This design comes from an exercise in tuning for small area and a short achievable clock period on the open sky130 flow, not from production work. The RTL was checked by simulation tests, not by an equivalence proof against the original design. Power and IR drop assume default switching activity.

Setup of before:
==> module two_multipliers_one_adder, before the edit <==
module two_multipliers_one_adder(
A0,
A1,
B0,
B1,
clk,
sel_x,
sel_y,
sel_pair,
P
);
input [17:0] A0;
input [17:0] A1;
input [17:0] B0;
input [17:0] B1;
input clk;
input sel_x;
input sel_y;
input sel_pair;
output [71:0] P;
reg [17:0] A0_registered;
reg [17:0] A1_registered;
reg [8:0] B0_one, B0_two, B0_neg, B1_one, B1_two, B1_neg;
reg B0_b17, B1_b17;
wire [8:0] b0_one, b0_two, b0_neg, b1_one, b1_two, b1_neg;
wire b0_b17, b1_b17;
booth18 e0(.b(B0), .one(b0_one), .two(b0_two), .neg(b0_neg), .b17(b0_b17));
booth18 e1(.b(B1), .one(b1_one), .two(b1_two), .neg(b1_neg), .b17(b1_b17));
wire [36:0] xs_w, xc_w, ys_w, yc_w;
reg [36:0] xs, xc, ys, yc;
mul18cs mx(.a(A0_registered), .one(B0_one), .two(B0_two), .neg(B0_neg), .b17(B0_b17),
           .s(xs_w), .c(xc_w));
mul18cs my(.a(A1_registered), .one(B1_one), .two(B1_two), .neg(B1_neg), .b17(B1_b17),
           .s(ys_w), .c(yc_w));
always @(posedge clk) begin
    A0_registered <= A0;
    A1_registered <= A1;
    B0_one <= b0_one; B0_two <= b0_two; B0_neg <= b0_neg; B0_b17 <= b0_b17;
    B1_one <= b1_one; B1_two <= b1_two; B1_neg <= b1_neg; B1_b17 <= b1_b17;
    xs <= xs_w;
    xc <= xc_w;
    ys <= ys_w;
    yc <= yc_w;
end
wire [36:0] q0 = xs & {37{sel_x}};
wire [36:0] q1 = xc & {37{sel_x}};
wire [36:0] q2 = ys & {37{sel_y}};
wire [36:0] q3 = yc & {37{sel_y}};
wire [36:0] t1s = q0 ^ q1 ^ q2;
wire [36:0] t1c = (q0 & q1) | (q0 & q2) | (q1 & q2);
wire [36:0] t1cs = {t1c[35:0], 1'b0};
wire [36:0] t2s = t1s ^ t1cs ^ q3;
wire [36:0] t2c = (t1s & t1cs) | (t1s & q3) | (t1cs & q3);
wire [36:0] lo = t2s + {t2c[35:0], 1'b0};
wire [35:0] A0xB0 = xs[35:0] + xc[35:0];
assign P[71:37] = {35{sel_pair}} & A0xB0[35:1];
assign P[36]    = (sel_pair & A0xB0[0]) | lo[36];
assign P[35:0]  = lo[35:0];
endmodule
==> module half_dsp, before the edit <==
module half_dsp (
A0, A1, B0, B1, C0, C1, D0, D1,
sel_x, sel_y, sel_pair, reset_d, mode_0,
from_previous, add_previous, clk, reset,
result
);
input [17:0] A0;
input [17:0] A1;
input [17:0] B0;
input [17:0] B1;
input [17:0] C0;
input [17:0] C1;
input [17:0] D0;
input [17:0] D1;
input sel_x;
input sel_y;
input sel_pair;
input reset_d;
input mode_0;
input [43:0] from_previous;
input add_previous;
input clk;
input reset;
output [143:0] result;
wire [71:0] p0;
wire [71:0] p1;
two_multipliers_one_adder m0(
.A0 (A0), .A1 (A1), .B0 (B0), .B1 (B1),
.clk (clk),
.sel_x (sel_x), .sel_y (sel_y), .sel_pair (sel_pair),
.P (p0)
);
two_multipliers_one_adder m1(
.A0 (C0), .A1 (C1), .B0 (D0), .B1 (D1),
.clk (clk),
.sel_x (sel_x), .sel_y (sel_y), .sel_pair (sel_pair),
.P (p1)
);
accumulate m2(
.A0 (p0),
.B0 (p1),
.C0 (from_previous),
.add_previous (add_previous),
.S (result),
.clk (clk),
.mode_0 (mode_0),
.reset (reset),
.reset_d (reset_d)
);
endmodule
==> module dsp, before the edit <==
module dsp (
A0, A1, B0, B1, C0, C1, D0, D1,
E0, E1, F0, F1, G0, G1, H0, H1,
from_previous, add_previous, clk, mode_0, mode_1, reset,
result0, result1
);
input [17:0] A0;
input [17:0] A1;
input [17:0] B0;
input [17:0] B1;
input [17:0] C0;
input [17:0] C1;
input [17:0] D0;
input [17:0] D1;
input [17:0] E0;
input [17:0] E1;
input [17:0] F0;
input [17:0] F1;
input [17:0] G0;
input [17:0] G1;
input [17:0] H0;
input [17:0] H1;
input [43:0] from_previous;
input clk;
input reset;
input mode_0;
input mode_1;
input add_previous;
output [143:0] result0;
output [143:0] result1;
reg reset_d;
reg sel_x;      
reg sel_y;      
reg sel_pair;   
always @(posedge clk) begin
    reset_d  <= reset;
    sel_x    <= ~reset & ~reset_d & (mode_1 | ~mode_0);
    sel_y    <= ~reset & ~reset_d & ~mode_1;
    sel_pair <= ~reset & ~reset_d &  mode_0 & ~mode_1;
end
wire [143:0] the_output0;
wire [143:0] the_output1;
half_dsp m0(
.A0 (A0), .A1 (A1), .B0 (B0), .B1 (B1),
.C0 (C0), .C1 (C1), .D0 (D0), .D1 (D1),
.sel_x (sel_x), .sel_y (sel_y), .sel_pair (sel_pair), .reset_d (reset_d),
.mode_0 (mode_0),
.from_previous (from_previous),
.add_previous (add_previous),
.clk (clk),
.reset (reset),
.result (the_output0)
);
half_dsp m1(
.A0 (E0), .A1 (E1), .B0 (F0), .B1 (F1),
.C0 (G0), .C1 (G1), .D0 (H0), .D1 (H1),
.sel_x (sel_x), .sel_y (sel_y), .sel_pair (sel_pair), .reset_d (reset_d),
.mode_0 (mode_0),
.from_previous (the_output0[71:28]),
.add_previous (add_previous),
.clk (clk),
.reset (reset),
.result (the_output1)
);
assign result0 = the_output0;
assign result1 = the_output1;
endmodule
==> flow/config.mk <==
export PLATFORM = sky130hd
export DESIGN_NAME = dsp
export DESIGN_NICKNAME = dsp
export VERILOG_FILES = /design/flow/design.v
export SDC_FILE = /design/flow/constraint.sdc
export NUM_CORES = 4
export LEC_CHECK = 0
export CAP_MARGIN = 20
export CORE_MARGIN = 2
export CORE_UTILIZATION = 65
export SETUP_SLACK_MARGIN = 4.0
export SLEW_MARGIN = 20
==> flow/constraint.sdc <==
create_clock -name core_clock -period 8.5 [get_ports {clk}]
set_input_delay 1.7000 -clock core_clock [delete_from_list [all_inputs] [get_ports {clk}]]
set_output_delay 1.7000 -clock core_clock [all_outputs]
set_load 0.01 [all_outputs]
standard.sh (not shown) runs the stock make flow with config.mk's settings and CLKGATE_MAP_FILE= SYNTH_SCRIPT=/design/flow/synth_recipe.tcl, a recipe that flattens the netlist after the stock synthesis.
==> flow/flow/run.sh <==
#!/bin/bash
# Standard layout with two changes:
# 1. One netlist step between synthesis and floorplan: flow/polarity.py
#    rebuilds full adders on complemented signals where that removes
#    inverters between them (a full adder is self-dual), and swaps xor2/xnor2
#    cells where that removes an inverter. Registers are untouched.
# 2. Every input and output port still gets a buffer, but a buf_1 instead of
#    the clkdlybuf4s50_1 that buffer_ports picks by default.
set -euo pipefail
R=orfs/results/${FLOW_PLATFORM}/dsp/base
bash standard.sh synth > synth.log 2>&1
cp $R/1_2_yosys.v yosys_std.v
python3 flow/polarity.py yosys_std.v polarity.v > polarity.log 2>&1
cp polarity.v $R/1_2_yosys.v
rm -f $R/1_synth.odb $R/1_synth.sdc
bash standard.sh "BUFFER_PORTS_ARGS=-buffer_cell sky130_fd_sc_hd__buf_1" finish > layout.log 2>&1
Other scripts of this flow, unchanged in this note and not shown: flow/flow/polarity.py
Modified inputs, after compared to before
--- a/flow/design.v
+++ b/flow/design.v
@@ -4,9 +4,9 @@
 B0,
 B1,
 clk,
 sel_x,
-sel_y,
+gate_y,
 sel_pair,
 P
 );
 input [17:0] A0;
@@ -14,9 +14,9 @@
 input [17:0] B0;
 input [17:0] B1;
 input clk;
 input sel_x;
-input sel_y;
+input gate_y;    
 input sel_pair;
 output [71:0] P;
 reg [17:0] A0_registered;
 reg [17:0] A1_registered;
@@ -38,20 +38,17 @@
     B0_one <= b0_one; B0_two <= b0_two; B0_neg <= b0_neg; B0_b17 <= b0_b17;
     B1_one <= b1_one; B1_two <= b1_two; B1_neg <= b1_neg; B1_b17 <= b1_b17;
     xs <= xs_w;
     xc <= xc_w;
-    ys <= ys_w;
-    yc <= yc_w;
+    ys <= ys_w & {37{gate_y}};
+    yc <= yc_w & {37{gate_y}};
 end
-wire [36:0] q0 = xs & {37{sel_x}};
-wire [36:0] q1 = xc & {37{sel_x}};
-wire [36:0] q2 = ys & {37{sel_y}};
-wire [36:0] q3 = yc & {37{sel_y}};
-wire [36:0] t1s = q0 ^ q1 ^ q2;
-wire [36:0] t1c = (q0 & q1) | (q0 & q2) | (q1 & q2);
-wire [36:0] t1cs = {t1c[35:0], 1'b0};
-wire [36:0] t2s = t1s ^ t1cs ^ q3;
-wire [36:0] t2c = (t1s & t1cs) | (t1s & q3) | (t1cs & q3);
+wire [36:0] f1s = xs ^ xc ^ ys;
+wire [36:0] f1c = (xs & xc) | (xs & ys) | (xc & ys);
+wire [36:0] t1s = sel_x ? f1s : ys;
+wire [36:0] t1cs = {f1c[35:0] & {36{sel_x}}, 1'b0};
+wire [36:0] t2s = t1s ^ t1cs ^ yc;
+wire [36:0] t2c = (t1s & t1cs) | (t1s & yc) | (t1cs & yc);
 wire [36:0] lo = t2s + {t2c[35:0], 1'b0};
 wire [35:0] A0xB0 = xs[35:0] + xc[35:0];
 assign P[71:37] = {35{sel_pair}} & A0xB0[35:1];
 assign P[36]    = (sel_pair & A0xB0[0]) | lo[36];
@@ -736,9 +733,9 @@
 assign S = S_temp;
 endmodule
 module half_dsp (
 A0, A1, B0, B1, C0, C1, D0, D1,
-sel_x, sel_y, sel_pair, reset_d, mode_0,
+sel_x, gate_y, sel_pair, reset_d, mode_0,
 from_previous, add_previous, clk, reset,
 result
 );
 input [17:0] A0;
@@ -749,9 +746,9 @@
 input [17:0] C1;
 input [17:0] D0;
 input [17:0] D1;
 input sel_x;
-input sel_y;
+input gate_y;
 input sel_pair;
 input reset_d;
 input mode_0;
 input [43:0] from_previous;
@@ -763,15 +760,15 @@
 wire [71:0] p1;
 two_multipliers_one_adder m0(
 .A0 (A0), .A1 (A1), .B0 (B0), .B1 (B1),
 .clk (clk),
-.sel_x (sel_x), .sel_y (sel_y), .sel_pair (sel_pair),
+.sel_x (sel_x), .gate_y (gate_y), .sel_pair (sel_pair),
 .P (p0)
 );
 two_multipliers_one_adder m1(
 .A0 (C0), .A1 (C1), .B0 (D0), .B1 (D1),
 .clk (clk),
-.sel_x (sel_x), .sel_y (sel_y), .sel_pair (sel_pair),
+.sel_x (sel_x), .gate_y (gate_y), .sel_pair (sel_pair),
 .P (p1)
 );
 accumulate m2(
 .A0 (p0),
@@ -816,22 +813,21 @@
 output [143:0] result0;
 output [143:0] result1;
 reg reset_d;
 reg sel_x;      
-reg sel_y;      
 reg sel_pair;   
+wire gate_y = ~reset & ~reset_d & ~mode_1;
 always @(posedge clk) begin
     reset_d  <= reset;
     sel_x    <= ~reset & ~reset_d & (mode_1 | ~mode_0);
-    sel_y    <= ~reset & ~reset_d & ~mode_1;
     sel_pair <= ~reset & ~reset_d &  mode_0 & ~mode_1;
 end
 wire [143:0] the_output0;
 wire [143:0] the_output1;
 half_dsp m0(
 .A0 (A0), .A1 (A1), .B0 (B0), .B1 (B1),
 .C0 (C0), .C1 (C1), .D0 (D0), .D1 (D1),
-.sel_x (sel_x), .sel_y (sel_y), .sel_pair (sel_pair), .reset_d (reset_d),
+.sel_x (sel_x), .gate_y (gate_y), .sel_pair (sel_pair), .reset_d (reset_d),
 .mode_0 (mode_0),
 .from_previous (from_previous),
 .add_previous (add_previous),
 .clk (clk),
@@ -840,9 +836,9 @@
 );
 half_dsp m1(
 .A0 (E0), .A1 (E1), .B0 (F0), .B1 (F1),
 .C0 (G0), .C1 (G1), .D0 (H0), .D1 (H1),
-.sel_x (sel_x), .sel_y (sel_y), .sel_pair (sel_pair), .reset_d (reset_d),
+.sel_x (sel_x), .gate_y (gate_y), .sel_pair (sel_pair), .reset_d (reset_d),
 .mode_0 (mode_0),
 .from_previous (the_output0[71:28]),
 .add_previous (add_previous),
 .clk (clk),
==> comparison <==
Per the final summary, after finished and its layout is clean on timing, DRC and antenna.
NOTE number of clock buffers inserted by TritonCTS before->after increased slightly
after synthesis and placement, the instance count of after is below that of before.
Clock tree buffer count of the final layout was lower in before than in after.
Between after and before, the cell-internal power does not differ in any meaningful way.
The setup slack of after is larger than that of before.
Side by side, maximum number of pins on one net before global-route repair turned out higher in after than in before.
Cmp after vs before: sequential portion of the cell area higher in after
Comparing before and after, the lower part of the total power dissipated in the clock network is on after.

* * *

Setup of T:
dsp again, from the RTL that the note above started with.
Settings: LEC_CHECK=0, CAP_MARGIN=20, CORE_MARGIN=2, CORE_UTILIZATION=55, SETUP_SLACK_MARGIN=4.0, SLEW_MARGIN=20; clock period 8.5 ns.
Scripts as last shown in full above: flow/flow/run.sh
Other scripts of this flow, unchanged in this note and not shown: flow/flow/polarity.py
What S does differently from T at the input level:
--- a/flow/design.v
+++ b/flow/design.v
@@ -16,30 +16,30 @@
 input clk;
 input sel_x;
 input sel_y;
 input sel_pair;
 output [71:0] P;
 reg [17:0] A0_registered;
+reg [17:0] B0_registered;
 reg [17:0] A1_registered;
-reg [8:0] B0_one, B0_two, B0_neg, B1_one, B1_two, B1_neg;
-reg B0_b17, B1_b17;
+reg [17:0] B1_registered;
 wire [8:0] b0_one, b0_two, b0_neg, b1_one, b1_two, b1_neg;
 wire b0_b17, b1_b17;
-booth18 e0(.b(B0), .one(b0_one), .two(b0_two), .neg(b0_neg), .b17(b0_b17));
-booth18 e1(.b(B1), .one(b1_one), .two(b1_two), .neg(b1_neg), .b17(b1_b17));
+booth18 e0(.b(B0_registered), .one(b0_one), .two(b0_two), .neg(b0_neg), .b17(b0_b17));
+booth18 e1(.b(B1_registered), .one(b1_one), .two(b1_two), .neg(b1_neg), .b17(b1_b17));
 wire [36:0] xs_w, xc_w, ys_w, yc_w;
 reg [36:0] xs, xc, ys, yc;
-mul18cs mx(.a(A0_registered), .one(B0_one), .two(B0_two), .neg(B0_neg), .b17(B0_b17),
+mul18cs mx(.a(A0_registered), .one(b0_one), .two(b0_two), .neg(b0_neg), .b17(b0_b17),
            .s(xs_w), .c(xc_w));
-mul18cs my(.a(A1_registered), .one(B1_one), .two(B1_two), .neg(B1_neg), .b17(B1_b17),
+mul18cs my(.a(A1_registered), .one(b1_one), .two(b1_two), .neg(b1_neg), .b17(b1_b17),
            .s(ys_w), .c(yc_w));
 always @(posedge clk) begin
     A0_registered <= A0;
     A1_registered <= A1;
-    B0_one <= b0_one; B0_two <= b0_two; B0_neg <= b0_neg; B0_b17 <= b0_b17;
-    B1_one <= b1_one; B1_two <= b1_two; B1_neg <= b1_neg; B1_b17 <= b1_b17;
+    B0_registered <= B0;
+    B1_registered <= B1;
     xs <= xs_w;
     xc <= xc_w;
     ys <= ys_w;
     yc <= yc_w;
 end
 wire [36:0] q0 = xs & {37{sel_x}};
S vs T — clock sink count dropped by a few percent
Note that the overall power recorded for S amounts to 0.928 times the value seen in T.
Number of max-slew violations in the final report: T vs S identical
The higher fraction of layout instances using a drive strength above 1 of T and S is in T.
On global routing met1 resource utilization: between T and S, it ends up lower for T.
In the metrics for T and S, the one carrying the lower met2 layer wire length in the routed design is T.
Relative to T, the final layout net count of S is higher by 5409.
S — post-route standard cell area excluding fillers about 17% higher, T as reference
In S relative to T, vertical extent of the die had gone up by a little under 10%.

-- afterwards: timing with drivers on the ports --
In the flow no input, the clock included, has a driving cell. The finished layouts below were timed again as built, in two steps.
Step 1 sets driving cells, clkbuf_16 on the clock port and buf_2 on the other inputs (assumed; they add their load-dependent delay and slew).
Step 2 moves the port delays by t, midway between the first and last clock arrival at a register: inputs arrive t later, outputs are due t later. That takes back most of the time a late clock gives input paths.
Slacks: no drivers / after step 1 / after step 2; pairs: no drivers / after step 1.
| run | shift t [ns] | slack for setup (ns) | worst register clock-pin slew, ns | worst slew at a driven data input, ns |
|---|---|---|---|---|
| before | 0.915 | 3.862 / 3.862 / 3.183 | 0.08 / 0.08 | 0.17 |
| after | 0.942 | 3.970 / 3.970 / 3.107 | 0.07 / 0.07 | 0.21 |
| T | 0.927 | 3.838 / 3.838 / 3.123 | 0.07 / 0.07 | 0.06 |
| S | 0.980 | 3.932 / 3.932 / 3.208 | 0.07 / 0.07 | 0.21 |
After both steps setup and hold are still met in every run listed. The setup slack of after, which loses most, moves by 0.000 ns with the drivers and by -0.863 ns with both steps.
